Context: an optimization exercise on an open-source flow, tuned for small area and a short achievable clock period. The choices shown serve that exercise and are no tape-out recipe. No run shown here included a check of the RTL's function; only the layout flow was run. Power and IR drop assume default switching activity.

File: flow/design.v
module mac_unit #(
    parameter AW = 16,
    parameter BW = 16,
    parameter ACCW = 40,
    parameter SIGNED = 0
)(
    input  wire clk,
    input  wire rst_n,
    input  wire en,
    input  wire valid_in,
    input  wire [AW-1:0] a,
    input  wire [BW-1:0] b,
    output reg  valid_out,
    output reg  [ACCW-1:0] acc_out
);
  reg [67:0] pr;
  reg valid_reg;
  wire [39:0] nacc = ~acc_out;
  wire p1;
  wire p2;
  wire p3;
  wire p4;
  wire p5;
  wire p6;
  wire p7;
  wire p8;
  wire p9;
  wire p10;
  wire p11;
  wire p12;
  wire p13;
  wire p14;
  wire p15;
  wire p16;
  wire p17;
  wire p18;
  wire p19;
  wire p20;
  wire p21;
  wire p22;
  wire p23;
  wire p24;
  wire p25;
  wire p26;
  wire p27;
  wire p28;
  wire p29;
  wire p30;
  wire p31;
  wire p32;
  wire p33;
  wire p34;
  wire p35;
  wire p36;
  wire p37;
  wire p38;
  wire p39;
  wire p40;
  wire p41;
  wire p42;
  wire p43;
  wire p44;
  wire p45;
  wire p46;
  wire p47;
  wire p48;
  wire p49;
  wire p50;
  wire p51;
  wire p52;
  wire p53;
  wire p54;
  wire p55;
  wire p56;
  wire p57;
  wire p58;
  wire p59;
  wire p60;
  wire p61;
  wire p62;
  wire p63;
  wire p64;
  wire p65;
  wire p66;
  wire p67;
  wire p68;
  wire p69;
  wire p70;
  wire p71;
  wire p72;
  wire p73;
  wire p74;
  wire p75;
  wire p76;
  wire p77;
  wire p78;
  wire p79;
  wire p80;
  wire p81;
  wire p82;
  wire p83;
  wire p84;
  wire p85;
  wire p86;
  wire p87;
  wire p88;
  wire p89;
  wire p90;
  wire p91;
  wire p92;
  wire p93;
  wire p94;
  wire p95;
  wire p96;
  wire p97;
  wire p98;
  wire p99;
  wire p100;
  wire p101;
  wire p102;
  wire p103;
  wire p104;
  wire p105;
  wire p106;
  wire p107;
  wire p108;
  wire p109;
  wire p110;
  wire p111;
  wire p112;
  wire p113;
  wire p114;
  wire p115;
  wire p116;
  wire p117;
  wire p118;
  wire p119;
  wire p120;
  wire p121;
  wire p122;
  wire p123;
  wire p124;
  wire p125;
  wire p126;
  wire p127;
  wire p128;
  wire p129;
  wire p130;
  wire p131;
  wire p132;
  wire p133;
  wire p134;
  wire p135;
  wire p136;
  wire p137;
  wire p138;
  wire p139;
  wire p140;
  wire p141;
  wire p142;
  wire p143;
  wire p144;
  wire p145;
  wire p146;
  wire p147;
  wire p148;
  wire p149;
  wire p150;
  wire p151;
  wire p152;
  wire p153;
  wire p154;
  wire p155;
  wire p156;
  wire p157;
  wire p158;
  wire p159;
  wire p160;
  wire p161;
  wire p162;
  wire p163;
  wire p164;
  wire p165;
  wire p166;
  wire p167;
  wire p168;
  wire p169;
  wire p170;
  wire p171;
  wire p172;
  wire p173;
  wire p174;
  wire p175;
  wire p176;
  wire p177;
  wire p178;
  wire p179;
  wire p180;
  wire p181;
  wire p182;
  wire p183;
  wire p184;
  wire p185;
  wire p186;
  wire p187;
  wire p188;
  wire p189;
  wire p190;
  wire p191;
  wire p192;
  wire p193;
  wire p194;
  wire p195;
  wire p196;
  wire p197;
  wire p198;
  wire p199;
  wire p200;
  wire p201;
  wire p202;
  wire p203;
  wire p204;
  wire p205;
  wire p206;
  wire p207;
  wire p208;
  wire p209;
  wire p210;
  wire p211;
  wire p212;
  wire p213;
  wire p214;
  wire p215;
  wire p216;
  wire p217;
  wire p218;
  wire p219;
  wire p220;
  wire p221;
  wire p222;
  wire p223;
  wire p224;
  wire p225;
  wire p226;
  wire p227;
  wire p228;
  wire p229;
  wire p230;
  wire p231;
  wire p232;
  wire p233;
  wire p234;
  wire p235;
  wire p236;
  wire p237;
  wire p238;
  wire p239;
  wire p240;
  wire p241;
  wire p242;
  wire p243;
  wire p244;
  wire p245;
  wire p246;
  wire p247;
  wire p248;
  wire p249;
  wire p250;
  wire p251;
  wire p252;
  wire p253;
  wire p254;
  wire p255;
  wire p256;
  wire s257;
  wire c258;
  wire s259;
  wire c260;
  wire s261;
  wire c262;
  wire s263;
  wire c264;
  wire s265;
  wire c266;
  wire s267;
  wire c268;
  wire s269;
  wire c270;
  wire s271;
  wire c272;
  wire s273;
  wire c274;
  wire s275;
  wire c276;
  wire s277;
  wire c278;
  wire s279;
  wire c280;
  wire s281;
  wire c282;
  wire s283;
  wire c284;
  wire s285;
  wire c286;
  wire s287;
  wire c288;
  wire s289;
  wire c290;
  wire s291;
  wire c292;
  wire s293;
  wire c294;
  wire s295;
  wire c296;
  wire s297;
  wire c298;
  wire s299;
  wire c300;
  wire s301;
  wire c302;
  wire s303;
  wire c304;
  wire s305;
  wire c306;
  wire s307;
  wire c308;
  wire s309;
  wire c310;
  wire s311;
  wire c312;
  wire s313;
  wire c314;
  wire s315;
  wire c316;
  wire s317;
  wire c318;
  wire s319;
  wire c320;
  wire s321;
  wire c322;
  wire s323;
  wire c324;
  wire s325;
  wire c326;
  wire s327;
  wire c328;
  wire s329;
  wire c330;
  wire s331;
  wire c332;
  wire s333;
  wire c334;
  wire s335;
  wire c336;
  wire s337;
  wire c338;
  wire s339;
  wire c340;
  wire s341;
  wire c342;
  wire s343;
  wire c344;
  wire s345;
  wire c346;
  wire s347;
  wire c348;
  wire s349;
  wire c350;
  wire s351;
  wire c352;
  wire s353;
  wire c354;
  wire s355;
  wire c356;
  wire s357;
  wire c358;
  wire s359;
  wire c360;
  wire s361;
  wire c362;
  wire s363;
  wire c364;
  wire s365;
  wire c366;
  wire s367;
  wire c368;
  wire s369;
  wire c370;
  wire s371;
  wire c372;
  wire s373;
  wire c374;
  wire s375;
  wire c376;
  wire s377;
  wire c378;
  wire s379;
  wire c380;
  wire s381;
  wire c382;
  wire s383;
  wire c384;
  wire s385;
  wire c386;
  wire s387;
  wire c388;
  wire s389;
  wire c390;
  wire s391;
  wire c392;
  wire s393;
  wire c394;
  wire s395;
  wire c396;
  wire s397;
  wire c398;
  wire s399;
  wire c400;
  wire s401;
  wire c402;
  wire s403;
  wire c404;
  wire s405;
  wire c406;
  wire s407;
  wire c408;
  wire s409;
  wire c410;
  wire s411;
  wire c412;
  wire s413;
  wire c414;
  wire s415;
  wire c416;
  wire s417;
  wire c418;
  wire s419;
  wire c420;
  wire s421;
  wire c422;
  wire s423;
  wire c424;
  wire s425;
  wire c426;
  wire s427;
  wire c428;
  wire s429;
  wire c430;
  wire s431;
  wire c432;
  wire s433;
  wire c434;
  wire s435;
  wire c436;
  wire s437;
  wire c438;
  wire s439;
  wire c440;
  wire s441;
  wire c442;
  wire s443;
  wire c444;
  wire s445;
  wire c446;
  wire s447;
  wire c448;
  wire s449;
  wire c450;
  wire s451;
  wire c452;
  wire s453;
  wire c454;
  wire s455;
  wire c456;
  wire s457;
  wire c458;
  wire s459;
  wire c460;
  wire s461;
  wire c462;
  wire s463;
  wire c464;
  wire s465;
  wire c466;
  wire s467;
  wire c468;
  wire s469;
  wire c470;
  wire s471;
  wire c472;
  wire s473;
  wire c474;
  wire s475;
  wire c476;
  wire s477;
  wire c478;
  wire s479;
  wire c480;
  wire s481;
  wire c482;
  wire s483;
  wire c484;
  wire s485;
  wire c486;
  wire s487;
  wire c488;
  wire s489;
  wire c490;
  wire s491;
  wire c492;
  wire s493;
  wire c494;
  wire s495;
  wire c496;
  wire s497;
  wire c498;
  wire s499;
  wire c500;
  wire s501;
  wire c502;
  wire s503;
  wire c504;
  wire s505;
  wire c506;
  wire s507;
  wire c508;
  wire s509;
  wire c510;
  wire s511;
  wire c512;
  wire s513;
  wire c514;
  wire s515;
  wire c516;
  wire s517;
  wire c518;
  wire s519;
  wire c520;
  wire s521;
  wire c522;
  wire s523;
  wire c524;
  wire s525;
  wire c526;
  wire s527;
  wire c528;
  wire s529;
  wire c530;
  wire s531;
  wire c532;
  wire s533;
  wire c534;
  wire s535;
  wire c536;
  wire s537;
  wire c538;
  wire s539;
  wire c540;
  wire s541;
  wire c542;
  wire s543;
  wire c544;
  wire s545;
  wire c546;
  wire s547;
  wire c548;
  wire s549;
  wire c550;
  wire s551;
  wire c552;
  wire s553;
  wire c554;
  wire s555;
  wire c556;
  wire s557;
  wire c558;
  wire s559;
  wire c560;
  wire s561;
  wire c562;
  wire s563;
  wire c564;
  wire s565;
  wire c566;
  wire s567;
  wire c568;
  wire s569;
  wire c570;
  wire s571;
  wire c572;
  wire s573;
  wire c574;
  wire s575;
  wire c576;
  wire s577;
  wire c578;
  wire s579;
  wire c580;
  wire s581;
  wire c582;
  wire s583;
  wire c584;
  wire s585;
  wire c586;
  wire s587;
  wire c588;
  wire s589;
  wire c590;
  wire s591;
  wire c592;
  wire s593;
  wire c594;
  wire s595;
  wire c596;
  wire s597;
  wire c598;
  wire s599;
  wire c600;
  wire s601;
  wire c602;
  wire s603;
  wire c604;
  wire s605;
  wire c606;
  wire s607;
  wire c608;
  wire s609;
  wire c610;
  wire s611;
  wire c612;
  wire s613;
  wire c614;
  wire s615;
  wire c616;
  wire s617;
  wire c618;
  wire s619;
  wire c620;
  wire s621;
  wire c622;
  wire s623;
  wire c624;
  wire s625;
  wire c626;
  wire s627;
  wire c628;
  wire s629;
  wire c630;
  wire s631;
  wire c632;
  wire s633;
  wire c634;
  wire s635;
  wire c636;
  wire s637;
  wire c638;
  wire s639;
  wire c640;
  wire s641;
  wire c642;
  wire s643;
  wire c644;
  wire s645;
  wire c646;
  wire s647;
  wire c648;
  wire s649;
  wire c650;
  wire s651;
  wire c652;
  wire s653;
  wire c654;
  wire s655;
  wire c656;
  wire s657;
  wire c658;
  wire s659;
  wire c660;
  wire s661;
  wire c662;
  wire s663;
  wire c664;
  wire s665;
  wire c666;
  wire s667;
  wire c668;
  wire s669;
  wire c670;
  wire s671;
  wire c672;
  wire s673;
  wire c674;
  wire s675;
  wire c676;
  wire s677;
  wire c678;
  wire s679;
  wire c680;
  wire s681;
  wire c682;
  wire s683;
  wire c684;
  wire s685;
  wire c686;
  wire s687;
  wire c688;
  wire s689;
  wire c690;
  wire s691;
  wire c692;
  wire s693;
  wire c694;
  wire s695;
  wire c696;
  wire s697;
  wire c698;
  wire s699;
  wire c700;
  wire s701;
  wire c702;
  wire s703;
  wire c704;
  wire s705;
  wire c706;
  wire s707;
  wire c708;
  wire s709;
  wire c710;
  wire s711;
  wire c712;
  wire s713;
  wire c714;
  wire s715;
  wire c716;
  wire s717;
  wire c718;
  wire s719;
  wire c720;
  wire s721;
  wire c722;
  wire s723;
  wire c724;
  wire s725;
  wire c726;
  wire s727;
  wire c728;
  wire s729;
  wire c730;
  wire s731;
  wire c732;
  wire s733;
  wire c734;
  wire s735;
  wire c736;
  assign p1 = ~(a[0] & b[0]);
  assign p2 = ~(a[0] & b[1]);
  assign p3 = ~(a[0] & b[2]);
  assign p4 = ~(a[0] & b[3]);
  assign p5 = ~(a[0] & b[4]);
  assign p6 = ~(a[0] & b[5]);
  assign p7 = ~(a[0] & b[6]);
  assign p8 = ~(a[0] & b[7]);
  assign p9 = ~(a[0] & b[8]);
  assign p10 = ~(a[0] & b[9]);
  assign p11 = ~(a[0] & b[10]);
  assign p12 = ~(a[0] & b[11]);
  assign p13 = ~(a[0] & b[12]);
  assign p14 = ~(a[0] & b[13]);
  assign p15 = ~(a[0] & b[14]);
  assign p16 = ~(a[0] & b[15]);
  assign p17 = ~(a[1] & b[0]);
  assign p18 = ~(a[1] & b[1]);
  assign p19 = ~(a[1] & b[2]);
  assign p20 = ~(a[1] & b[3]);
  assign p21 = ~(a[1] & b[4]);
  assign p22 = ~(a[1] & b[5]);
  assign p23 = ~(a[1] & b[6]);
  assign p24 = ~(a[1] & b[7]);
  assign p25 = ~(a[1] & b[8]);
  assign p26 = ~(a[1] & b[9]);
  assign p27 = ~(a[1] & b[10]);
  assign p28 = ~(a[1] & b[11]);
  assign p29 = ~(a[1] & b[12]);
  assign p30 = ~(a[1] & b[13]);
  assign p31 = ~(a[1] & b[14]);
  assign p32 = ~(a[1] & b[15]);
  assign p33 = ~(a[2] & b[0]);
  assign p34 = ~(a[2] & b[1]);
  assign p35 = ~(a[2] & b[2]);
  assign p36 = ~(a[2] & b[3]);
  assign p37 = ~(a[2] & b[4]);
  assign p38 = ~(a[2] & b[5]);
  assign p39 = ~(a[2] & b[6]);
  assign p40 = ~(a[2] & b[7]);
  assign p41 = ~(a[2] & b[8]);
  assign p42 = ~(a[2] & b[9]);
  assign p43 = ~(a[2] & b[10]);
  assign p44 = ~(a[2] & b[11]);
  assign p45 = ~(a[2] & b[12]);
  assign p46 = ~(a[2] & b[13]);
  assign p47 = ~(a[2] & b[14]);
  assign p48 = ~(a[2] & b[15]);
  assign p49 = ~(a[3] & b[0]);
  assign p50 = ~(a[3] & b[1]);
  assign p51 = ~(a[3] & b[2]);
  assign p52 = ~(a[3] & b[3]);
  assign p53 = ~(a[3] & b[4]);
  assign p54 = ~(a[3] & b[5]);
  assign p55 = ~(a[3] & b[6]);
  assign p56 = ~(a[3] & b[7]);
  assign p57 = ~(a[3] & b[8]);
  assign p58 = ~(a[3] & b[9]);
  assign p59 = ~(a[3] & b[10]);
  assign p60 = ~(a[3] & b[11]);
  assign p61 = ~(a[3] & b[12]);
  assign p62 = ~(a[3] & b[13]);
  assign p63 = ~(a[3] & b[14]);
  assign p64 = ~(a[3] & b[15]);
  assign p65 = ~(a[4] & b[0]);
  assign p66 = ~(a[4] & b[1]);
  assign p67 = ~(a[4] & b[2]);
  assign p68 = ~(a[4] & b[3]);
  assign p69 = ~(a[4] & b[4]);
  assign p70 = ~(a[4] & b[5]);
  assign p71 = ~(a[4] & b[6]);
  assign p72 = ~(a[4] & b[7]);
  assign p73 = ~(a[4] & b[8]);
  assign p74 = ~(a[4] & b[9]);
  assign p75 = ~(a[4] & b[10]);
  assign p76 = ~(a[4] & b[11]);
  assign p77 = ~(a[4] & b[12]);
  assign p78 = ~(a[4] & b[13]);
  assign p79 = ~(a[4] & b[14]);
  assign p80 = ~(a[4] & b[15]);
  assign p81 = ~(a[5] & b[0]);
  assign p82 = ~(a[5] & b[1]);
  assign p83 = ~(a[5] & b[2]);
  assign p84 = ~(a[5] & b[3]);
  assign p85 = ~(a[5] & b[4]);
  assign p86 = ~(a[5] & b[5]);
  assign p87 = ~(a[5] & b[6]);
  assign p88 = ~(a[5] & b[7]);
  assign p89 = ~(a[5] & b[8]);
  assign p90 = ~(a[5] & b[9]);
  assign p91 = ~(a[5] & b[10]);
  assign p92 = ~(a[5] & b[11]);
  assign p93 = ~(a[5] & b[12]);
  assign p94 = ~(a[5] & b[13]);
  assign p95 = ~(a[5] & b[14]);
  assign p96 = ~(a[5] & b[15]);
  assign p97 = ~(a[6] & b[0]);
  assign p98 = ~(a[6] & b[1]);
  assign p99 = ~(a[6] & b[2]);
  assign p100 = ~(a[6] & b[3]);
  assign p101 = ~(a[6] & b[4]);
  assign p102 = ~(a[6] & b[5]);
  assign p103 = ~(a[6] & b[6]);
  assign p104 = ~(a[6] & b[7]);
  assign p105 = ~(a[6] & b[8]);
  assign p106 = ~(a[6] & b[9]);
  assign p107 = ~(a[6] & b[10]);
  assign p108 = ~(a[6] & b[11]);
  assign p109 = ~(a[6] & b[12]);
  assign p110 = ~(a[6] & b[13]);
  assign p111 = ~(a[6] & b[14]);
  assign p112 = ~(a[6] & b[15]);
  assign p113 = ~(a[7] & b[0]);
  assign p114 = ~(a[7] & b[1]);
  assign p115 = ~(a[7] & b[2]);
  assign p116 = ~(a[7] & b[3]);
  assign p117 = ~(a[7] & b[4]);
  assign p118 = ~(a[7] & b[5]);
  assign p119 = ~(a[7] & b[6]);
  assign p120 = ~(a[7] & b[7]);
  assign p121 = ~(a[7] & b[8]);
  assign p122 = ~(a[7] & b[9]);
  assign p123 = ~(a[7] & b[10]);
  assign p124 = ~(a[7] & b[11]);
  assign p125 = ~(a[7] & b[12]);
  assign p126 = ~(a[7] & b[13]);
  assign p127 = ~(a[7] & b[14]);
  assign p128 = ~(a[7] & b[15]);
  assign p129 = ~(a[8] & b[0]);
  assign p130 = ~(a[8] & b[1]);
  assign p131 = ~(a[8] & b[2]);
  assign p132 = ~(a[8] & b[3]);
  assign p133 = ~(a[8] & b[4]);
  assign p134 = ~(a[8] & b[5]);
  assign p135 = ~(a[8] & b[6]);
  assign p136 = ~(a[8] & b[7]);
  assign p137 = ~(a[8] & b[8]);
  assign p138 = ~(a[8] & b[9]);
  assign p139 = ~(a[8] & b[10]);
  assign p140 = ~(a[8] & b[11]);
  assign p141 = ~(a[8] & b[12]);
  assign p142 = ~(a[8] & b[13]);
  assign p143 = ~(a[8] & b[14]);
  assign p144 = ~(a[8] & b[15]);
  assign p145 = ~(a[9] & b[0]);
  assign p146 = ~(a[9] & b[1]);
  assign p147 = ~(a[9] & b[2]);
  assign p148 = ~(a[9] & b[3]);
  assign p149 = ~(a[9] & b[4]);
  assign p150 = ~(a[9] & b[5]);
  assign p151 = ~(a[9] & b[6]);
  assign p152 = ~(a[9] & b[7]);
  assign p153 = ~(a[9] & b[8]);
  assign p154 = ~(a[9] & b[9]);
  assign p155 = ~(a[9] & b[10]);
  assign p156 = ~(a[9] & b[11]);
  assign p157 = ~(a[9] & b[12]);
  assign p158 = ~(a[9] & b[13]);
  assign p159 = ~(a[9] & b[14]);
  assign p160 = ~(a[9] & b[15]);
  assign p161 = ~(a[10] & b[0]);
  assign p162 = ~(a[10] & b[1]);
  assign p163 = ~(a[10] & b[2]);
  assign p164 = ~(a[10] & b[3]);
  assign p165 = ~(a[10] & b[4]);
  assign p166 = ~(a[10] & b[5]);
  assign p167 = ~(a[10] & b[6]);
  assign p168 = ~(a[10] & b[7]);
  assign p169 = ~(a[10] & b[8]);
  assign p170 = ~(a[10] & b[9]);
  assign p171 = ~(a[10] & b[10]);
  assign p172 = ~(a[10] & b[11]);
  assign p173 = ~(a[10] & b[12]);
  assign p174 = ~(a[10] & b[13]);
  assign p175 = ~(a[10] & b[14]);
  assign p176 = ~(a[10] & b[15]);
  assign p177 = ~(a[11] & b[0]);
  assign p178 = ~(a[11] & b[1]);
  assign p179 = ~(a[11] & b[2]);
  assign p180 = ~(a[11] & b[3]);
  assign p181 = ~(a[11] & b[4]);
  assign p182 = ~(a[11] & b[5]);
  assign p183 = ~(a[11] & b[6]);
  assign p184 = ~(a[11] & b[7]);
  assign p185 = ~(a[11] & b[8]);
  assign p186 = ~(a[11] & b[9]);
  assign p187 = ~(a[11] & b[10]);
  assign p188 = ~(a[11] & b[11]);
  assign p189 = ~(a[11] & b[12]);
  assign p190 = ~(a[11] & b[13]);
  assign p191 = ~(a[11] & b[14]);
  assign p192 = ~(a[11] & b[15]);
  assign p193 = ~(a[12] & b[0]);
  assign p194 = ~(a[12] & b[1]);
  assign p195 = ~(a[12] & b[2]);
  assign p196 = ~(a[12] & b[3]);
  assign p197 = ~(a[12] & b[4]);
  assign p198 = ~(a[12] & b[5]);
  assign p199 = ~(a[12] & b[6]);
  assign p200 = ~(a[12] & b[7]);
  assign p201 = ~(a[12] & b[8]);
  assign p202 = ~(a[12] & b[9]);
  assign p203 = ~(a[12] & b[10]);
  assign p204 = ~(a[12] & b[11]);
  assign p205 = ~(a[12] & b[12]);
  assign p206 = ~(a[12] & b[13]);
  assign p207 = ~(a[12] & b[14]);
  assign p208 = ~(a[12] & b[15]);
  assign p209 = ~(a[13] & b[0]);
  assign p210 = ~(a[13] & b[1]);
  assign p211 = ~(a[13] & b[2]);
  assign p212 = ~(a[13] & b[3]);
  assign p213 = ~(a[13] & b[4]);
  assign p214 = ~(a[13] & b[5]);
  assign p215 = ~(a[13] & b[6]);
  assign p216 = ~(a[13] & b[7]);
  assign p217 = ~(a[13] & b[8]);
  assign p218 = ~(a[13] & b[9]);
  assign p219 = ~(a[13] & b[10]);
  assign p220 = ~(a[13] & b[11]);
  assign p221 = ~(a[13] & b[12]);
  assign p222 = ~(a[13] & b[13]);
  assign p223 = ~(a[13] & b[14]);
  assign p224 = ~(a[13] & b[15]);
  assign p225 = ~(a[14] & b[0]);
  assign p226 = ~(a[14] & b[1]);
  assign p227 = ~(a[14] & b[2]);
  assign p228 = ~(a[14] & b[3]);
  assign p229 = ~(a[14] & b[4]);
  assign p230 = ~(a[14] & b[5]);
  assign p231 = ~(a[14] & b[6]);
  assign p232 = ~(a[14] & b[7]);
  assign p233 = ~(a[14] & b[8]);
  assign p234 = ~(a[14] & b[9]);
  assign p235 = ~(a[14] & b[10]);
  assign p236 = ~(a[14] & b[11]);
  assign p237 = ~(a[14] & b[12]);
  assign p238 = ~(a[14] & b[13]);
  assign p239 = ~(a[14] & b[14]);
  assign p240 = ~(a[14] & b[15]);
  assign p241 = ~(a[15] & b[0]);
  assign p242 = ~(a[15] & b[1]);
  assign p243 = ~(a[15] & b[2]);
  assign p244 = ~(a[15] & b[3]);
  assign p245 = ~(a[15] & b[4]);
  assign p246 = ~(a[15] & b[5]);
  assign p247 = ~(a[15] & b[6]);
  assign p248 = ~(a[15] & b[7]);
  assign p249 = ~(a[15] & b[8]);
  assign p250 = ~(a[15] & b[9]);
  assign p251 = ~(a[15] & b[10]);
  assign p252 = ~(a[15] & b[11]);
  assign p253 = ~(a[15] & b[12]);
  assign p254 = ~(a[15] & b[13]);
  assign p255 = ~(a[15] & b[14]);
  assign p256 = ~(a[15] & b[15]);
  mac_fa ha1 (.a(p104), .b(p119), .ci(1'b1), .s(s257), .co(c258));
  mac_fa fa1 (.a(p105), .b(p120), .ci(p135), .s(s259), .co(c260));
  mac_fa ha2 (.a(p15), .b(p150), .ci(1'b1), .s(s261), .co(c262));
  mac_fa fa2 (.a(p106), .b(p121), .ci(p136), .s(s263), .co(c264));
  mac_fa fa3 (.a(p151), .b(p16), .ci(p166), .s(s265), .co(c266));
  mac_fa ha3 (.a(p181), .b(p196), .ci(1'b1), .s(s267), .co(c268));
  mac_fa fa4 (.a(p107), .b(p122), .ci(p137), .s(s269), .co(c270));
  mac_fa fa5 (.a(p152), .b(p167), .ci(p182), .s(s271), .co(c272));
  mac_fa ha4 (.a(p197), .b(p212), .ci(1'b1), .s(s273), .co(c274));
  mac_fa fa6 (.a(p108), .b(p123), .ci(p138), .s(s275), .co(c276));
  mac_fa fa7 (.a(p153), .b(p168), .ci(p183), .s(s277), .co(c278));
  mac_fa fa8 (.a(p109), .b(p124), .ci(p139), .s(s279), .co(c280));
  mac_fa ha5 (.a(p10), .b(p100), .ci(1'b1), .s(s281), .co(c282));
  mac_fa fa9 (.a(p101), .b(p11), .ci(p116), .s(s283), .co(c284));
  mac_fa ha6 (.a(p131), .b(p146), .ci(1'b1), .s(s285), .co(c286));
  mac_fa fa10 (.a(p102), .b(p117), .ci(p12), .s(s287), .co(c288));
  mac_fa fa11 (.a(p132), .b(p147), .ci(p162), .s(s289), .co(c290));
  mac_fa ha7 (.a(p177), .b(p27), .ci(1'b1), .s(s291), .co(c292));
  mac_fa fa12 (.a(p103), .b(p118), .ci(p13), .s(s293), .co(c294));
  mac_fa fa13 (.a(p133), .b(p148), .ci(p163), .s(s295), .co(c296));
  mac_fa fa14 (.a(p178), .b(p193), .ci(p28), .s(s297), .co(c298));
  mac_fa ha8 (.a(p43), .b(p58), .ci(1'b1), .s(s299), .co(c300));
  mac_fa fa15 (.a(p134), .b(p14), .ci(p149), .s(s301), .co(c302));
  mac_fa fa16 (.a(p164), .b(p179), .ci(p194), .s(s303), .co(c304));
  mac_fa fa17 (.a(p209), .b(p29), .ci(p44), .s(s305), .co(c306));
  mac_fa fa18 (.a(p59), .b(p74), .ci(p89), .s(s307), .co(c308));
  mac_fa fa19 (.a(p165), .b(p180), .ci(p195), .s(s309), .co(c310));
  mac_fa fa20 (.a(p210), .b(p225), .ci(p30), .s(s311), .co(c312));
  mac_fa fa21 (.a(p45), .b(p60), .ci(p75), .s(s313), .co(c314));
  mac_fa fa22 (.a(p90), .b(c258), .ci(s259), .s(s315), .co(c316));
  mac_fa fa23 (.a(p211), .b(p226), .ci(p241), .s(s317), .co(c318));
  mac_fa fa24 (.a(p31), .b(p46), .ci(p61), .s(s319), .co(c320));
  mac_fa fa25 (.a(p76), .b(p91), .ci(c260), .s(s321), .co(c322));
  mac_fa fa26 (.a(c262), .b(s263), .ci(s265), .s(s323), .co(c324));
  mac_fa fa27 (.a(p227), .b(p242), .ci(p32), .s(s325), .co(c326));
  mac_fa fa28 (.a(p47), .b(p62), .ci(p77), .s(s327), .co(c328));
  mac_fa fa29 (.a(p92), .b(c264), .ci(c266), .s(s329), .co(c330));
  mac_fa fa30 (.a(c268), .b(s269), .ci(s271), .s(s331), .co(c332));
  mac_fa fa31 (.a(p198), .b(p213), .ci(p228), .s(s333), .co(c334));
  mac_fa fa32 (.a(p243), .b(p48), .ci(p63), .s(s335), .co(c336));
  mac_fa fa33 (.a(p78), .b(p93), .ci(c270), .s(s337), .co(c338));
  mac_fa fa34 (.a(c272), .b(c274), .ci(s275), .s(s339), .co(c340));
  mac_fa fa35 (.a(p154), .b(p169), .ci(p184), .s(s341), .co(c342));
  mac_fa fa36 (.a(p199), .b(p214), .ci(p229), .s(s343), .co(c344));
  mac_fa fa37 (.a(p244), .b(p64), .ci(p79), .s(s345), .co(c346));
  mac_fa fa38 (.a(p94), .b(c276), .ci(c278), .s(s347), .co(c348));
  mac_fa fa39 (.a(p110), .b(p125), .ci(p140), .s(s349), .co(c350));
  mac_fa fa40 (.a(p155), .b(p170), .ci(p185), .s(s351), .co(c352));
  mac_fa fa41 (.a(p200), .b(p215), .ci(p230), .s(s353), .co(c354));
  mac_fa fa42 (.a(p245), .b(p80), .ci(p95), .s(s355), .co(c356));
  mac_fa fa43 (.a(p111), .b(p126), .ci(p141), .s(s357), .co(c358));
  mac_fa fa44 (.a(p156), .b(p171), .ci(p186), .s(s359), .co(c360));
  mac_fa fa45 (.a(p201), .b(p216), .ci(p231), .s(s361), .co(c362));
  mac_fa fa46 (.a(p112), .b(p127), .ci(p142), .s(s363), .co(c364));
  mac_fa fa47 (.a(p157), .b(p172), .ci(p187), .s(s365), .co(c366));
  mac_fa fa48 (.a(p128), .b(p143), .ci(p158), .s(s367), .co(c368));
  mac_fa ha9 (.a(p22), .b(p37), .ci(1'b1), .s(s369), .co(c370));
  mac_fa fa49 (.a(p113), .b(p23), .ci(p38), .s(s371), .co(c372));
  mac_fa ha10 (.a(p53), .b(p68), .ci(1'b1), .s(s373), .co(c374));
  mac_fa fa50 (.a(p114), .b(p129), .ci(p24), .s(s375), .co(c376));
  mac_fa fa51 (.a(p39), .b(p54), .ci(p69), .s(s377), .co(c378));
  mac_fa ha11 (.a(p84), .b(p9), .ci(1'b1), .s(s379), .co(c380));
  mac_fa fa52 (.a(p115), .b(p130), .ci(p145), .s(s381), .co(c382));
  mac_fa fa53 (.a(p25), .b(p40), .ci(p55), .s(s383), .co(c384));
  mac_fa fa54 (.a(p70), .b(p85), .ci(s281), .s(s385), .co(c386));
  mac_fa fa55 (.a(p161), .b(p26), .ci(p41), .s(s387), .co(c388));
  mac_fa fa56 (.a(p56), .b(p71), .ci(p86), .s(s389), .co(c390));
  mac_fa fa57 (.a(c282), .b(s283), .ci(s285), .s(s391), .co(c392));
  mac_fa fa58 (.a(p42), .b(p57), .ci(p72), .s(s393), .co(c394));
  mac_fa fa59 (.a(p87), .b(c284), .ci(c286), .s(s395), .co(c396));
  mac_fa fa60 (.a(s287), .b(s289), .ci(s291), .s(s397), .co(c398));
  mac_fa fa61 (.a(p73), .b(p88), .ci(c288), .s(s399), .co(c400));
  mac_fa fa62 (.a(c290), .b(c292), .ci(s293), .s(s401), .co(c402));
  mac_fa fa63 (.a(s295), .b(s297), .ci(s299), .s(s403), .co(c404));
  mac_fa fa64 (.a(c294), .b(c296), .ci(c298), .s(s405), .co(c406));
  mac_fa fa65 (.a(c300), .b(s257), .ci(s301), .s(s407), .co(c408));
  mac_fa fa66 (.a(s303), .b(s305), .ci(s307), .s(s409), .co(c410));
  mac_fa fa67 (.a(c302), .b(c304), .ci(c306), .s(s411), .co(c412));
  mac_fa fa68 (.a(c308), .b(s261), .ci(s309), .s(s413), .co(c414));
  mac_fa fa69 (.a(s311), .b(s313), .ci(s315), .s(s415), .co(c416));
  mac_fa fa70 (.a(c310), .b(c312), .ci(c314), .s(s417), .co(c418));
  mac_fa fa71 (.a(s267), .b(s317), .ci(s319), .s(s419), .co(c420));
  mac_fa fa72 (.a(s321), .b(c316), .ci(s323), .s(s421), .co(c422));
  mac_fa fa73 (.a(c318), .b(c320), .ci(s273), .s(s423), .co(c424));
  mac_fa fa74 (.a(s325), .b(s327), .ci(c322), .s(s425), .co(c426));
  mac_fa fa75 (.a(s329), .b(c324), .ci(s331), .s(s427), .co(c428));
  mac_fa fa76 (.a(c326), .b(c328), .ci(s277), .s(s429), .co(c430));
  mac_fa fa77 (.a(s333), .b(s335), .ci(c330), .s(s431), .co(c432));
  mac_fa fa78 (.a(s337), .b(c332), .ci(s339), .s(s433), .co(c434));
  mac_fa fa79 (.a(c334), .b(c336), .ci(s279), .s(s435), .co(c436));
  mac_fa fa80 (.a(s341), .b(s343), .ci(s345), .s(s437), .co(c438));
  mac_fa fa81 (.a(c338), .b(s347), .ci(c340), .s(s439), .co(c440));
  mac_fa fa82 (.a(c280), .b(c342), .ci(c344), .s(s441), .co(c442));
  mac_fa fa83 (.a(c346), .b(s349), .ci(s351), .s(s443), .co(c444));
  mac_fa fa84 (.a(s353), .b(s355), .ci(c348), .s(s445), .co(c446));
  mac_fa fa85 (.a(p246), .b(p96), .ci(c350), .s(s447), .co(c448));
  mac_fa fa86 (.a(c352), .b(c354), .ci(c356), .s(s449), .co(c450));
  mac_fa fa87 (.a(s357), .b(s359), .ci(s361), .s(s451), .co(c452));
  mac_fa fa88 (.a(p202), .b(p217), .ci(p232), .s(s453), .co(c454));
  mac_fa fa89 (.a(p247), .b(c358), .ci(c360), .s(s455), .co(c456));
  mac_fa fa90 (.a(c362), .b(s363), .ci(s365), .s(s457), .co(c458));
  mac_fa fa91 (.a(p173), .b(p188), .ci(p203), .s(s459), .co(c460));
  mac_fa fa92 (.a(p218), .b(p233), .ci(p248), .s(s461), .co(c462));
  mac_fa fa93 (.a(c364), .b(c366), .ci(s367), .s(s463), .co(c464));
  mac_fa fa94 (.a(p144), .b(p159), .ci(p174), .s(s465), .co(c466));
  mac_fa fa95 (.a(p189), .b(p204), .ci(p219), .s(s467), .co(c468));
  mac_fa fa96 (.a(p234), .b(p249), .ci(c368), .s(s469), .co(c470));
  mac_fa fa97 (.a(p160), .b(p175), .ci(p190), .s(s471), .co(c472));
  mac_fa fa98 (.a(p205), .b(p220), .ci(p235), .s(s473), .co(c474));
  mac_fa fa99 (.a(p176), .b(p191), .ci(p206), .s(s475), .co(c476));
  mac_fa ha12 (.a(p20), .b(p35), .ci(1'b1), .s(s477), .co(c478));
  mac_fa fa100 (.a(p21), .b(p36), .ci(p51), .s(s479), .co(c480));
  mac_fa ha13 (.a(p6), .b(p66), .ci(1'b1), .s(s481), .co(c482));
  mac_fa fa101 (.a(p52), .b(p67), .ci(p7), .s(s483), .co(c484));
  mac_fa fa102 (.a(p82), .b(p97), .ci(s369), .s(s485), .co(c486));
  mac_fa fa103 (.a(p8), .b(p83), .ci(p98), .s(s487), .co(c488));
  mac_fa fa104 (.a(c370), .b(s371), .ci(s373), .s(s489), .co(c490));
  mac_fa fa105 (.a(p99), .b(c372), .ci(c374), .s(s491), .co(c492));
  mac_fa fa106 (.a(s375), .b(s377), .ci(s379), .s(s493), .co(c494));
  mac_fa fa107 (.a(c376), .b(c378), .ci(c380), .s(s495), .co(c496));
  mac_fa fa108 (.a(s381), .b(s383), .ci(s385), .s(s497), .co(c498));
  mac_fa fa109 (.a(c382), .b(c384), .ci(s387), .s(s499), .co(c500));
  mac_fa fa110 (.a(s389), .b(c386), .ci(s391), .s(s501), .co(c502));
  mac_fa fa111 (.a(c388), .b(c390), .ci(s393), .s(s503), .co(c504));
  mac_fa fa112 (.a(s395), .b(c392), .ci(s397), .s(s505), .co(c506));
  mac_fa fa113 (.a(c394), .b(c396), .ci(s399), .s(s507), .co(c508));
  mac_fa fa114 (.a(c398), .b(s401), .ci(s403), .s(s509), .co(c510));
  mac_fa fa115 (.a(c400), .b(c402), .ci(c404), .s(s511), .co(c512));
  mac_fa fa116 (.a(s405), .b(s407), .ci(s409), .s(s513), .co(c514));
  mac_fa fa117 (.a(c406), .b(c408), .ci(c410), .s(s515), .co(c516));
  mac_fa fa118 (.a(s411), .b(s413), .ci(s415), .s(s517), .co(c518));
  mac_fa fa119 (.a(c412), .b(c414), .ci(s417), .s(s519), .co(c520));
  mac_fa fa120 (.a(s419), .b(c416), .ci(s421), .s(s521), .co(c522));
  mac_fa fa121 (.a(c418), .b(c420), .ci(s423), .s(s523), .co(c524));
  mac_fa fa122 (.a(s425), .b(c422), .ci(s427), .s(s525), .co(c526));
  mac_fa fa123 (.a(c424), .b(s429), .ci(c426), .s(s527), .co(c528));
  mac_fa fa124 (.a(s431), .b(c428), .ci(s433), .s(s529), .co(c530));
  mac_fa fa125 (.a(c430), .b(s435), .ci(s437), .s(s531), .co(c532));
  mac_fa fa126 (.a(c432), .b(c434), .ci(s439), .s(s533), .co(c534));
  mac_fa fa127 (.a(c436), .b(c438), .ci(s441), .s(s535), .co(c536));
  mac_fa fa128 (.a(s443), .b(s445), .ci(c440), .s(s537), .co(c538));
  mac_fa fa129 (.a(c442), .b(s447), .ci(c444), .s(s539), .co(c540));
  mac_fa fa130 (.a(s449), .b(s451), .ci(c446), .s(s541), .co(c542));
  mac_fa fa131 (.a(s453), .b(c448), .ci(c450), .s(s543), .co(c544));
  mac_fa fa132 (.a(s455), .b(c452), .ci(s457), .s(s545), .co(c546));
  mac_fa fa133 (.a(c454), .b(s459), .ci(s461), .s(s547), .co(c548));
  mac_fa fa134 (.a(c456), .b(c458), .ci(s463), .s(s549), .co(c550));
  mac_fa fa135 (.a(c460), .b(c462), .ci(s465), .s(s551), .co(c552));
  mac_fa fa136 (.a(s467), .b(s469), .ci(c464), .s(s553), .co(c554));
  mac_fa fa137 (.a(p250), .b(c466), .ci(c468), .s(s555), .co(c556));
  mac_fa fa138 (.a(s471), .b(s473), .ci(c470), .s(s557), .co(c558));
  mac_fa fa139 (.a(p221), .b(p236), .ci(p251), .s(s559), .co(c560));
  mac_fa fa140 (.a(c472), .b(c474), .ci(s475), .s(s561), .co(c562));
  mac_fa fa141 (.a(p192), .b(p207), .ci(p222), .s(s563), .co(c564));
  mac_fa fa142 (.a(p237), .b(p252), .ci(c476), .s(s565), .co(c566));
  mac_fa fa143 (.a(p208), .b(p223), .ci(p238), .s(s567), .co(c568));
  mac_fa ha14 (.a(p19), .b(p34), .ci(1'b1), .s(s569), .co(c570));
  mac_fa fa144 (.a(p5), .b(p50), .ci(p65), .s(s571), .co(c572));
  mac_fa fa145 (.a(p81), .b(c478), .ci(s479), .s(s573), .co(c574));
  mac_fa fa146 (.a(c480), .b(c482), .ci(s483), .s(s575), .co(c576));
  mac_fa fa147 (.a(c484), .b(s487), .ci(c486), .s(s577), .co(c578));
  mac_fa fa148 (.a(c488), .b(s491), .ci(c490), .s(s579), .co(c580));
  mac_fa fa149 (.a(c492), .b(c494), .ci(s495), .s(s581), .co(c582));
  mac_fa fa150 (.a(c496), .b(s499), .ci(c498), .s(s583), .co(c584));
  mac_fa fa151 (.a(c500), .b(s503), .ci(c502), .s(s585), .co(c586));
  mac_fa fa152 (.a(c504), .b(s507), .ci(c506), .s(s587), .co(c588));
  mac_fa fa153 (.a(c508), .b(s511), .ci(c510), .s(s589), .co(c590));
  mac_fa fa154 (.a(c512), .b(s515), .ci(c514), .s(s591), .co(c592));
  mac_fa fa155 (.a(c516), .b(s519), .ci(c518), .s(s593), .co(c594));
  mac_fa fa156 (.a(c520), .b(s523), .ci(c522), .s(s595), .co(c596));
  mac_fa fa157 (.a(c524), .b(s527), .ci(c526), .s(s597), .co(c598));
  mac_fa fa158 (.a(s531), .b(c528), .ci(c530), .s(s599), .co(c600));
  mac_fa fa159 (.a(c532), .b(s535), .ci(c534), .s(s601), .co(c602));
  mac_fa fa160 (.a(c536), .b(s539), .ci(s541), .s(s603), .co(c604));
  mac_fa fa161 (.a(s543), .b(c540), .ci(s545), .s(s605), .co(c606));
  mac_fa fa162 (.a(s547), .b(c544), .ci(c546), .s(s607), .co(c608));
  mac_fa fa163 (.a(c548), .b(s551), .ci(c550), .s(s609), .co(c610));
  mac_fa fa164 (.a(s555), .b(c552), .ci(s557), .s(s611), .co(c612));
  mac_fa fa165 (.a(s559), .b(c556), .ci(s561), .s(s613), .co(c614));
  mac_fa fa166 (.a(c560), .b(s563), .ci(s565), .s(s615), .co(c616));
  mac_fa fa167 (.a(p253), .b(c564), .ci(s567), .s(s617), .co(c618));
  mac_fa fa168 (.a(p224), .b(p239), .ci(p254), .s(s619), .co(c620));
  mac_fa fa169 (.a(p18), .b(p3), .ci(p33), .s(s621), .co(c622));
  mac_fa fa170 (.a(p4), .b(p49), .ci(s569), .s(s623), .co(c624));
  mac_fa fa171 (.a(c570), .b(s477), .ci(s571), .s(s625), .co(c626));
  mac_fa fa172 (.a(c572), .b(s481), .ci(s573), .s(s627), .co(c628));
  mac_fa fa173 (.a(c574), .b(s485), .ci(s575), .s(s629), .co(c630));
  mac_fa fa174 (.a(c576), .b(s489), .ci(s577), .s(s631), .co(c632));
  mac_fa fa175 (.a(s493), .b(c578), .ci(s579), .s(s633), .co(c634));
  mac_fa fa176 (.a(c580), .b(s581), .ci(s497), .s(s635), .co(c636));
  mac_fa fa177 (.a(c582), .b(s501), .ci(s583), .s(s637), .co(c638));
  mac_fa fa178 (.a(s505), .b(c584), .ci(s585), .s(s639), .co(c640));
  mac_fa fa179 (.a(s509), .b(c586), .ci(s587), .s(s641), .co(c642));
  mac_fa fa180 (.a(s513), .b(c588), .ci(s589), .s(s643), .co(c644));
  mac_fa fa181 (.a(s549), .b(c606), .ci(s607), .s(s645), .co(c646));
  mac_fa fa182 (.a(s553), .b(c608), .ci(s609), .s(s647), .co(c648));
  mac_fa fa183 (.a(c554), .b(s611), .ci(c610), .s(s649), .co(c650));
  mac_fa fa184 (.a(c558), .b(s613), .ci(c612), .s(s651), .co(c652));
  mac_fa fa185 (.a(c562), .b(s615), .ci(c614), .s(s653), .co(c654));
  mac_fa fa186 (.a(c566), .b(s617), .ci(c616), .s(s655), .co(c656));
  mac_fa fa187 (.a(c568), .b(s619), .ci(c618), .s(s657), .co(c658));
  mac_fa fa188 (.a(p240), .b(p255), .ci(c620), .s(s659), .co(c660));
  mac_fa ha15 (.a(pr[1]), .b(pr[2]), .ci(1'b1), .s(s661), .co(c662));
  mac_fa ha16 (.a(pr[3]), .b(nacc[2]), .ci(1'b1), .s(s663), .co(c664));
  mac_fa fa189 (.a(pr[4]), .b(pr[5]), .ci(nacc[3]), .s(s665), .co(c666));
  mac_fa fa190 (.a(pr[6]), .b(pr[7]), .ci(nacc[4]), .s(s667), .co(c668));
  mac_fa fa191 (.a(pr[8]), .b(pr[9]), .ci(nacc[5]), .s(s669), .co(c670));
  mac_fa fa192 (.a(pr[10]), .b(pr[11]), .ci(nacc[6]), .s(s671), .co(c672));
  mac_fa fa193 (.a(pr[12]), .b(pr[13]), .ci(nacc[7]), .s(s673), .co(c674));
  mac_fa fa194 (.a(pr[14]), .b(pr[15]), .ci(nacc[8]), .s(s675), .co(c676));
  mac_fa fa195 (.a(pr[16]), .b(pr[17]), .ci(nacc[9]), .s(s677), .co(c678));
  mac_fa fa196 (.a(pr[18]), .b(pr[19]), .ci(nacc[10]), .s(s679), .co(c680));
  mac_fa fa197 (.a(pr[20]), .b(pr[21]), .ci(nacc[11]), .s(s681), .co(c682));
  mac_fa fa198 (.a(pr[22]), .b(pr[23]), .ci(nacc[12]), .s(s683), .co(c684));
  mac_fa fa199 (.a(pr[24]), .b(pr[25]), .ci(nacc[13]), .s(s685), .co(c686));
  mac_fa fa200 (.a(pr[26]), .b(pr[27]), .ci(pr[28]), .s(s687), .co(c688));
  mac_fa fa201 (.a(pr[29]), .b(nacc[14]), .ci(c686), .s(s689), .co(c690));
  mac_fa fa202 (.a(pr[30]), .b(pr[31]), .ci(pr[32]), .s(s691), .co(c692));
  mac_fa fa203 (.a(nacc[15]), .b(c688), .ci(s691), .s(s693), .co(c694));
  mac_fa fa204 (.a(pr[33]), .b(pr[34]), .ci(pr[35]), .s(s695), .co(c696));
  mac_fa fa205 (.a(nacc[16]), .b(c692), .ci(s695), .s(s697), .co(c698));
  mac_fa fa206 (.a(pr[36]), .b(pr[37]), .ci(pr[38]), .s(s699), .co(c700));
  mac_fa fa207 (.a(nacc[17]), .b(c696), .ci(s699), .s(s701), .co(c702));
  mac_fa fa208 (.a(pr[39]), .b(pr[40]), .ci(pr[41]), .s(s703), .co(c704));
  mac_fa fa209 (.a(nacc[18]), .b(c700), .ci(s703), .s(s705), .co(c706));
  mac_fa fa210 (.a(pr[42]), .b(pr[43]), .ci(pr[44]), .s(s707), .co(c708));
  mac_fa fa211 (.a(nacc[19]), .b(c704), .ci(s707), .s(s709), .co(c710));
  mac_fa fa212 (.a(pr[45]), .b(pr[46]), .ci(pr[47]), .s(s711), .co(c712));
  mac_fa fa213 (.a(nacc[20]), .b(c708), .ci(s711), .s(s713), .co(c714));
  mac_fa fa214 (.a(pr[48]), .b(pr[49]), .ci(pr[50]), .s(s715), .co(c716));
  mac_fa fa215 (.a(nacc[21]), .b(c712), .ci(s715), .s(s717), .co(c718));
  mac_fa fa216 (.a(pr[51]), .b(nacc[22]), .ci(c716), .s(s719), .co(c720));
  mac_fa fa217 (.a(pr[52]), .b(pr[53]), .ci(nacc[23]), .s(s721), .co(c722));
  mac_fa fa218 (.a(pr[54]), .b(pr[55]), .ci(nacc[24]), .s(s723), .co(c724));
  mac_fa fa219 (.a(pr[56]), .b(pr[57]), .ci(nacc[25]), .s(s725), .co(c726));
  mac_fa fa220 (.a(pr[58]), .b(pr[59]), .ci(nacc[26]), .s(s727), .co(c728));
  mac_fa fa221 (.a(pr[60]), .b(pr[61]), .ci(nacc[27]), .s(s729), .co(c730));
  mac_fa fa222 (.a(pr[62]), .b(pr[63]), .ci(nacc[28]), .s(s731), .co(c732));
  mac_fa fa223 (.a(pr[64]), .b(pr[65]), .ci(nacc[29]), .s(s733), .co(c734));
  mac_fa fa224 (.a(pr[66]), .b(pr[67]), .ci(nacc[30]), .s(s735), .co(c736));
  wire [39:0] ra = {nacc[39], nacc[38], nacc[37], nacc[36], nacc[35], nacc[34], nacc[33], nacc[32], nacc[31], c734, c732, c730, c728, c726, c724, c722, s721, s719, c714, c710, c706, c702, c698, c694, c690, s687, c684, c682, c680, c678, c676, c674, c672, c670, c668, c666, c664, c662, nacc[1], pr[0]};
  wire [39:0] rb = {1'b1, 1'b1, 1'b1, 1'b1, 1'b1, 1'b1, 1'b1, 1'b1, c736, s735, s733, s731, s729, s727, s725, s723, c720, c718, s717, s713, s709, s705, s701, s697, s693, s689, s685, s683, s681, s679, s677, s675, s673, s671, s669, s667, s665, s663, s661, nacc[0]};
  wire [39:0] sum = ~(ra + rb + 40'd1);
  always @(posedge clk) begin
    pr <= {c660, p256, c658, s659, c656, s657, c654, s655, c652, s653, c650, s651, s649, c648, s647, c646, s645, c604, s605, c542, c602, s603, c538, s601, c600, s537, s599, c598, s533, s597, c596, s529, s595, c594, s525, s593, s521, c592, c644, s517, s591, c590, s643, c642, s641, c640, s639, c638, s637, c636, s635, c634, s633, c632, s631, c630, s629, c628, s627, c626, s625, c624, s623, c622, s621, p2, p17, p1};
    valid_reg <= valid_in & rst_n;
  end
  always @(posedge clk) begin
    if (!rst_n) begin
      acc_out <= 40'd0;
      valid_out <= 1'b0;
    end else begin
      valid_out <= valid_reg;
      if (en && valid_reg)
        acc_out <= sum;
    end
  end
endmodule
module mac_fa (input wire a, input wire b, input wire ci,
               output wire s, output wire co);
  assign s = a ^ b ^ ci;
  assign co = (a & b) | (a & ci) | (b & ci);
endmodule
module mac_fx (input wire a, input wire b, input wire ci,
               output wire s, output wire co);
  wire t;
  mac_xor x0 (.a(a), .b(b), .y(t));
  mac_xor x1 (.a(t), .b(ci), .y(s));
  mac_mux m0 (.s(t), .d0(a), .d1(ci), .y(co));
endmodule
module mac_xor (input wire a, input wire b, output wire y);
  assign y = a ^ b;
endmodule
module mac_mux (input wire s, input wire d0, input wire d1, output wire y);
  assign y = s ? d1 : d0;
endmodule
File: flow/run.sh
#!/bin/bash
# synth_recipe.tcl (not shown) runs the flow's synth.tcl, then flattens the netlist and writes it again
# the make line also repeats each setting of config.mk as NAME=value (left out here)
make -C /OpenROAD-flow-scripts/flow DESIGN_CONFIG=/design/flow/config.mk WORK_HOME=/design/flow/orfs CLKGATE_MAP_FILE= SYNTH_SCRIPT=/design/flow/synth_recipe.tcl finish
File: flow/config.mk
export PLATFORM = sky130hd
export DESIGN_NAME = mac_unit
export DESIGN_NICKNAME = mac_unit
export VERILOG_FILES = /design/flow/design.v
export SDC_FILE = /design/flow/constraint.sdc
export NUM_CORES = 4
export LEC_CHECK = 0
export CAP_MARGIN = 20
export CORE_MARGIN = 2
export CORE_UTILIZATION = 65
export SETUP_SLACK_MARGIN = 3
export SLEW_MARGIN = 20
export SYNTH_HIERARCHICAL = 1
export SYNTH_MINIMUM_KEEP_SIZE = 0
File: flow/constraint.sdc
create_clock -name core_clock -period 7.0 [get_ports {clk}]
set_input_delay 1.4000 -clock core_clock [delete_from_list [all_inputs] [get_ports {clk}]]
set_output_delay 1.4000 -clock core_clock [all_outputs]
set_load 0.01 [all_outputs]
==> results of run 1 <==
==> logic make-up after synthesis <==
group,Yosys count
AND/OR/NAND/NOR,394
buffers and inverters,121
AO/OA/AOI/OAI,161
other,1
multiplexers,2
flip-flops,110
adder cells (fa/ha/maj),273
XOR/XNOR,30
==> per-layer routing <==
layer	share of wire, %	routed length, um	global-route usage [%]	up-vias
li1	-	-	-	3508
met1	42	11400	47.04	3953
met5	0	0	0	-
met2	47	12710	53.15	448
met4	2.4	643	9.456	0
met3	9.2	2517	6.469	71
==> worst min-delay path: stages (launching register included) <==
cell,delay (ns)
sky130_fd_sc_hd__dfxtp_1,0.32
sky130_fd_sc_hd__nand2_1,0.05
sky130_fd_sc_hd__mux2i_1,0.06
==> power breakdown <==
| part | internal [mW] | leakage (nW) | total (mW) | switching, mW |
|---|---|---|---|---|
| sequential | 0.834 | 0.914 | 0.967 | 0.132 |
| combinational | 1.96 | 3.17 | 4.81 | 2.85 |
| clock | 0.254 | 0.148 | 0.515 | 0.261 |
==> cells in the mapped netlist, types with 6 or more instances <==
cell type                  count  area [um2]
sky130_fd_sc_hd__xnor2_1      19       166.4
sky130_fd_sc_hd__nand2_1     299        1122
sky130_fd_sc_hd__fa_1        241        4825
sky130_fd_sc_hd__a21oi_1      46       230.2
sky130_fd_sc_hd__a211oi_1     19       142.6
sky130_fd_sc_hd__o21ai_0      27       135.1
sky130_fd_sc_hd__a31oi_1       6       37.54
sky130_fd_sc_hd__nand4_1       9       56.30
sky130_fd_sc_hd__o21bai_1      7       52.55
sky130_fd_sc_hd__o21ai_1      11       55.05
sky130_fd_sc_hd__dfxtp_1     110        2202
sky130_fd_sc_hd__inv_1        36       135.1
sky130_fd_sc_hd__nor2_1       43       161.4
sky130_fd_sc_hd__nor3_1        6       30.03
sky130_fd_sc_hd__clkbuf_1     77       289.0
sky130_fd_sc_hd__ha_1         32       400.4
sky130_fd_sc_hd__nand3_1       9       45.04
sky130_fd_sc_hd__a21o_1       12       90.09
sky130_fd_sc_hd__xor2_1       11       96.34
==> modules after synthesis, one instance, submodules excluded <==
module    flops+latches  times used
mac_fa                0         240
mac_unit            110           1
==> cell type report <==
| cell class | instances | area (um2) |
|---|---|---|
| timing repair buffer | 77 | 694.4 |
| tap | 220 | 275.3 |
| clock inverter | 7 | 78.83 |
| inverter | 36 | 135.1 |
| sequential | 110 | 2202 |
| clock buffer | 9 | 225.2 |
| fill | 1273 | 4531 |
| multi-input combinational | 876 | 8324 |
==> final timing paths <==
path                                  from                        to  cells past startpoint
setup / recovery                      b[1]            pr[23]$_DFF_P_                      7
hold / removal    acc_out[39]$_SDFFE_PN0P_  acc_out[39]$_SDFFE_PN0P_                      2
setup reg to reg            pr[39]$_DFF_P_  acc_out[30]$_SDFFE_PN0P_                     11
hold reg to reg   acc_out[39]$_SDFFE_PN0P_  acc_out[39]$_SDFFE_PN0P_                      2
==> repair_timing <==
| action | 4_1_cts | 5_1_grt |
|---|---|---|
| endpoints found under the setup margin | 50 | 17 |
| setup buffers | 0 | 0 |
| gates resized for setup | 149 | 27 |
==> through the flow <==
step	utilization, %	instances	total power, mW	worst slack, ns
detailed placement	71.04	1318	5.690	1.903
global placement	71.04	1318	5.597	1.966
global route	72.48	1335	6.866	2.962
floorplan	-	1107	4.628	2.860
finish	72.48	1335	6.293	3.034
CTS	72.23	1334	6.238	3.002
==> results.txt, run 1 <==
width of the die=between 100 and 150 um; largest registers=pr: 68 flops, acc_out: 40 flops; simple-gate portion of the synthesized area=~15%; worst slew margin relative to its limit=between 30% and 40%; Max Clock Skew=~0.015 ns; fraction of the mapped netlist area in compound gates=under 10%; standard-cell row count=between 40 and 50; Post-Synthesis Cell Area=between 10000 and 15000 um2; slowest CP cell=sky130_fd_sc_hd__fa_2; multiplexer share of the synthesized area=less than 1%; clock buffers created by TritonCTS=9; max-slew violations=0; root buffer cell=sky130_fd_sc_hd__clkbuf_16; highest clock frequency the design can meet=about 250 MHz; Die Height=about 130 um; Clock Tree Buf Depth=2; flops & latches, synth=110; top library cells by usage in the layout, fill and taps aside=298 x sky130_fd_sc_hd__nand2_1, 214 x sky130_fd_sc_hd__fa_1, 110 x sky130_fd_sc_hd__dfxtp_1, 46 x sky130_fd_sc_hd__a21oi_1, 44 x sky130_fd_sc_hd__clkdlybuf4s50_1; Initial Util=between 60% and 70%; Worst Path Buf+Inv=1; total of max-cap violations=0; arithmetic-cell share of the synthesized area counting full adders, half adders and majority gates=approximately 48%; CP most frequent cell=sky130_fd_sc_hd__fa_2; number of vias per cell after detailed routing=5.978; ys flop type=sky130_fd_sc_hd__dfxtp_1; clock sink total=110; DR iter-0 viols=between 700 and 800; placed cell area=11700 um2; area growth from synthesis to layout=9.719%; Power Dens Cells=527.3 nW/um2; TNS Setup=0 ns; fraction of registers with async set/reset=0%; combinational family with the most area after synthesis=adder cells; final period utilization=a little under three fifths; Layout Cell Area excl Fill=about 12000 um2; # setup viols final=0; total congestion overflow after global routing=0; slew at the pin closest to its max-slew limit=roughly 0.96 ns; # H-tree levels=3; register with the highest flop count=pr; clock slew at reported path FFs=0.08 ns; DR DRC count=0; via count of the routed design=between 7000 and 8000; RD Place Congestion=0.9521; setup repair after global routing missed its margin=yes; placed wire-length estimate=20.91 mm; die area=17790 um2; area of the placeable core=around 16000 um2; post-detailed-route wirelength per cell=20.43 um; type of destination of the critical path=flop; CP Data Arrival Time=roughly 4.2 ns; crit path max fanout=16; largest delay contributor family on the critical path=adder cells; number of enable-type register cells in the synthesized netlist=0; reg-to-reg setup timing slack=between 3 and 4 ns; clock network latency to the later pin of the worst-skew pair=~0.36 ns; IO Pins=a little under 80; register area share after synthesis=20.24%; vias in the first global route=about 8600; global-route wire length before repair=roughly 45 mm; first drt pass iteration count=7; CTS tree=done; final critical path time including I/O delays and setup=3.966 ns; category of the most critical setup path=in -> reg; synthesized area divided by synthesized cell count=around 10 um2; Fin Hold WS=between 0.4 and 0.5 ns; final hold violation count=0; max FFs per register=68; CTS Hold Buffers Added=0; wire length after detailed routing=around 27 mm; cells after synthesis=between 1000 and 1500; Data required, critical path=between 7 and 8 ns; delay of the slowest critical-path stage=~0.60 ns; pin count of the biggest net entering global routing=62; post-synthesis share of cell area spent on xor and xnor gates=around 2.4%; most frequent standard cell in the layout excluding fill and tap cells=sky130_fd_sc_hd__nand2_1; GRT Util Overall=33.18%; total of warnings raised by yosys=7; Synth cell types=60; Critical Path, Cell by Cell=buf_2 -> nand2_1 -> fa_2 -> fa_2 -> fa_2 -> fa_1 -> fa_1; status=complete, no violations; Critical Path Source Type=primary input; kind of path behind the tightest hold check=reg -> reg; Worst IR Drop VDD=0.3895 mV; Layout Nets=~1400; initial antenna violation count=0; count of input and output buffers=76; static leakage=approximately 4.2 nW; post-detailed-route count of antenna-violating nets=0; antenna cell count=0; fraction of final layout cells with drive strength greater than 1=under 10%
==> inputs of run 2 (changes only) <==
--- a/flow/design.v
+++ b/flow/design.v
@@ -1250,7 +1250,9 @@
   mac_fa fa224 (.a(pr[66]), .b(pr[67]), .ci(nacc[30]), .s(s735), .co(c736));
   wire [39:0] ra = {nacc[39], nacc[38], nacc[37], nacc[36], nacc[35], nacc[34], nacc[33], nacc[32], nacc[31], c734, c732, c730, c728, c726, c724, c722, s721, s719, c714, c710, c706, c702, c698, c694, c690, s687, c684, c682, c680, c678, c676, c674, c672, c670, c668, c666, c664, c662, nacc[1], pr[0]};
   wire [39:0] rb = {1'b1, 1'b1, 1'b1, 1'b1, 1'b1, 1'b1, 1'b1, 1'b1, c736, s735, s733, s731, s729, s727, s725, s723, c720, c718, s717, s713, s709, s705, s701, s697, s693, s689, s685, s683, s681, s679, s677, s675, s673, s671, s669, s667, s665, s663, s661, nacc[0]};
-  wire [39:0] sum = ~(ra + rb + 40'd1);
+  wire [33:0] lo = {1'b0, ra[32:0]} + {1'b0, rb[32:0]} + 34'd1;
+  wire [6:0] hi_inc = acc_out[39:33] + 7'd1;
+  wire [39:0] sum = {lo[33] ? acc_out[39:33] : hi_inc, ~lo[32:0]};
   always @(posedge clk) begin
     pr <= {c660, p256, c658, s659, c656, s657, c654, s655, c652, s653, c650, s651, s649, c648, s647, c646, s645, c604, s605, c542, c602, s603, c538, s601, c600, s537, s599, c598, s533, s597, c596, s529, s595, c594, s525, s593, s521, c592, c644, s517, s591, c590, s643, c642, s641, c640, s639, c638, s637, c636, s635, c634, s633, c632, s631, c630, s629, c628, s627, c626, s625, c624, s623, c622, s621, p2, p17, p1};
     valid_reg <= valid_in & rst_n;
==> results.txt, run 2 <==
status=complete, no violations; CTS tree=done; wire length after detailed routing=26.64 mm (-2.3%); via count of the routed design=7882 (-1.2%); arithmetic-cell share of the synthesized area counting full adders, half adders and majority gates=48.43% (+0.39 points); Synth cell types=54 (-10%); total of max-cap violations=0 (unchanged); IO Pins=77 (unchanged); count of input and output buffers=76 (unchanged); largest area contributor in the netlist=sky130_fd_sc_hd__fa_1; standard-cell row count=47 (unchanged); combinational family with the most area after synthesis=adder cells; type of destination of the critical path=flop; ys flop type=sky130_fd_sc_hd__dfxtp_1; cell types with the largest area share after synthesis=sky130_fd_sc_hd__fa_1 45%, sky130_fd_sc_hd__dfxtp_1 20%, sky130_fd_sc_hd__nand2_1 9.9%, sky130_fd_sc_hd__ha_1 3.8%, sky130_fd_sc_hd__clkbuf_1 2.8%; # H-tree levels=3 (unchanged); Fin Hold WS=0.4803 ns (+0.0009210 ns); simple-gate portion of the synthesized area=14.45% (-0.52 points); pin count of the biggest net entering global routing=55 (-11%); initial antenna violation count=0 (unchanged); DR iter-0 viols=547 (-25%); number of vias per cell after detailed routing=5.967 (-0.18%); area of the placeable core=16410 um2 (-0.36%); Critical Path Source Type=primary input; global-route wire length before repair=42.94 mm (-5.0%); clock network latency to the later pin of the worst-skew pair=0.36 ns (about the same); number of enable-type register cells in the synthesized netlist=0 (unchanged); crit path max fanout=16 (unchanged); cells after synthesis=1080 (-1.1%); clock sink total=110 (unchanged); final hold violation count=0 (unchanged); area used by multi-input combinational logic=8257 um2 (-0.81%); RD Place Congestion=0.9019 (-5.3%); Post-synth top cells=285 x sky130_fd_sc_hd__nand2_1, 241 x sky130_fd_sc_hd__fa_1, 110 x sky130_fd_sc_hd__dfxtp_1, 80 x sky130_fd_sc_hd__clkbuf_1, 49 x sky130_fd_sc_hd__a21oi_1; flops & latches, synth=110 (unchanged); die area=17690 um2 (-0.56%); Die Height=133.0 um (-0.28%); Setup WS post-layout=3.040 ns (+0.005800 ns); highest clock frequency the design can meet=252.5 MHz (+0.15%); pre-CTS worst setup slack=1.866 ns (-0.03678 ns); fraction of the mapped netlist area in compound gates=9.857% (+0.14 points); post-detailed-route count of antenna-violating nets=0 (unchanged); Layout Nets=1406 (-0.92%); Power Dens Cells=531.4 nW/um2 (+0.78%); Initial Util=65.92% (-0.14 points); number of fillers in the final layout=1248 (-2.0%); TNS Setup=0 ns (unchanged); setup repair after global routing missed its margin=yes; static leakage=4.221 nW (-0.37%); GRT Util Overall=31.99% (-1.2 points); Total Power=6.306 mW (+0.20%); largest registers=pr: 68 flops, acc_out: 40 flops; post-CTS setup-driven buffer insertion count=0 (unchanged); most frequent standard cell in the layout excluding fill and tap cells=sky130_fd_sc_hd__nand2_1; post-detailed-route wirelength per cell=20.17 um (-1.3%); fraction of registers with async set/reset=0% (unchanged); width of the die=133.0 um (-0.28%); share of the core filled with cells=72.33% (-0.16 points); max-slew violations=0 (unchanged); final period utilization=56.57% (-0.083 points); # setup viols final=0 (unchanged); area growth from synthesis to layout=9.718% (about the same); total of warnings raised by yosys=7 (unchanged); Clock Tree Buf Depth=2 (unchanged); Max Clock Skew=0.009660 ns (-0.005004 ns); category of the most critical setup path=in -> reg; fraction of final layout cells with drive strength greater than 1=8.447% (-0.34 points); clock buffers created by TritonCTS=9 (unchanged); reg-to-reg setup timing slack=3.34 ns (-0.32 ns); Data required, critical path=7.22 ns (about the same); worst slew margin relative to its limit=35.04% (-1.0 points); register with the highest flop count=pr; CTS Hold Buffers Added=0 (unchanged); multiplexer share of the synthesized area=0.1851% (+0.0011 points); register area share after synthesis=20.36% (+0.12 points); slew at the pin closest to its max-slew limit=0.9744 ns (+0.01617 ns); most common cell in the netlist=sky130_fd_sc_hd__nand2_1; Synth top area share=44.61% (+0.26 points); vias in the first global route=8079 (-5.8%); Post-Synthesis Cell Area=10820 um2 (-0.58%); max FFs per register=68 (unchanged); clock slew at reported path FFs=0.07 ns (about the same); top library cells by usage in the layout, fill and taps aside=282 x sky130_fd_sc_hd__nand2_1, 215 x sky130_fd_sc_hd__fa_1, 110 x sky130_fd_sc_hd__dfxtp_1, 49 x sky130_fd_sc_hd__a21oi_1, 44 x sky130_fd_sc_hd__clkdlybuf4s50_1; placed wire-length estimate=20.61 mm (-1.4%); final critical path time including I/O delays and setup=3.960 ns (-0.005800 ns); CP Data Arrival Time=4.18 ns (-0.02 ns); total congestion overflow after global routing=0 (unchanged); synthesized area divided by synthesized cell count=10.01 um2 (+0.53%); root buffer cell=sky130_fd_sc_hd__clkbuf_16; antenna cell count=0 (unchanged); kind of path behind the tightest hold check=reg -> reg; DR DRC count=0 (unchanged); post-synthesis share of cell area spent on xor and xnor gates=2.186% (-0.23 points); first drt pass iteration count=6 (-1); Worst IR Drop VDD=0.4306 mV (+11%); flip-flop and latch area=2202 um2 (unchanged)
==> run 2: logic make-up after synthesis <==
logic type | count (synthesis)
buf+inv | 127
fa+ha+maj | 274
compound gates | 161
mux | 2
simple gates | 378
other cells | 1
xor+xnor | 27
flops | 110
==> run 2: per-layer routing <==
| metal | vias up | part of all wire (%) | track usage [%] | wire, um |
|---|---|---|---|---|
| met5 | - | 0 | 0 | 0 |
| met4 | 0 | 2.6 | 9.976 | 702 |
| met3 | 60 | 9.5 | 9.195 | 2543 |
| met2 | 368 | 47 | 50.32 | 12650 |
| met1 | 4001 | 40 | 43.67 | 10750 |
| li1 | 3453 | - | - | - |
==> run 2: what timing repair did <==
action                                  CTS  global route
pin swaps                                 0             0
endpoints found under the setup margin   49            21
resized for setup                       147            26
==> run 2: modules after synthesis, one instance, submodules excluded <==
| module | flops+latches | area [um2] | copies in the design | cells |
|---|---|---|---|---|
| mac_unit | 110 | 6011 | 1 | 840 |
| mac_fa | 0 | 20.02 | 240 | 1 |
==> run 2: worst paths after layout <==
check,startpoint,to,cells after the start
max,a[2],pr[29]$_DFF_P_,7
min,acc_out[2]$_SDFFE_PN0P_,acc_out[2]$_SDFFE_PN0P_,2
max reg2reg,pr[33]$_DFF_P_,acc_out[31]$_SDFFE_PN0P_,12
min reg2reg,acc_out[2]$_SDFFE_PN0P_,acc_out[2]$_SDFFE_PN0P_,2
==> run 2: cell type report <==
class / instances / area share (%)
sequential: 110 / 18.56
inverter: 40 / 1.265
tap: 220 / 2.320
clock inverter: 4 / 0.2952
timing repair buffer: 77 / 5.820
multi-input combinational: 858 / 69.58
clock buffer: 12 / 2.162
==> run 2: power breakdown <==
| group | internal, mW | switching [mW] | total (mW) |
|---|---|---|---|
| sequential | 0.836 | 0.136 | 0.972 |
| combinational | 2.07 | 2.76 | 4.83 |
| clock | 0.266 | 0.240 | 0.506 |
==> run 2: per-stage QoR <==
| step | cells | instance area [um2] |
|---|---|---|
| 6_report | 1321 | 11870 |
| 3_3_place_gp | 1304 | 11640 |
| 2_1_floorplan | 1095 | 11420 |
| 5_1_grt | 1321 | 11870 |
| 4_1_cts | 1320 | 11830 |
| 3_5_place_dp | 1304 | 11640 |
==> run 2: worst max-delay path, cell delays in order <==
cell	delay (ns)
sky130_fd_sc_hd__buf_2	0.34
sky130_fd_sc_hd__nand2_1	0.15
sky130_fd_sc_hd__fa_1	0.49
sky130_fd_sc_hd__fa_2	0.41
sky130_fd_sc_hd__fa_1	0.53
sky130_fd_sc_hd__fa_1	0.42
sky130_fd_sc_hd__fa_1	0.43

==> port drivers added, routing unchanged <==
Ports are ideal in the flow. The routed layouts listed here were re-timed in OpenROAD. Step 1 (the two cells are an assumption about what drives the block):
set clk [get_ports {clk}]
set_driving_cell -lib_cell sky130_fd_sc_hd__clkbuf_16 $clk
set_driving_cell -lib_cell sky130_fd_sc_hd__buf_2 [delete_from_list [all_inputs] $clk]
Step 2 also shifts input and output timing later by t, the mid clock arrival at the registers, as if the neighbouring blocks saw the same clock. Three values: ideal, step 1, step 2; two values: the first two.
run | t (ns) | setup WS [ns] | slew at the worst register clock pin (ns) | worst slew at a driven data input, ns | cell pins on the clock port's net
run 1 | 0.397 | 3.034 / 3.055 / 2.659 | 0.08 / 0.08 | 0.04 | 1
run 2 | 0.395 | 3.040 / 3.059 / 2.664 | 0.08 / 0.08 | 0.05 | 1
After both steps setup and hold are still met in every run listed. The setup slack of run 2, which loses most, moves by +0.019 ns with the drivers and by -0.376 ns with both steps.
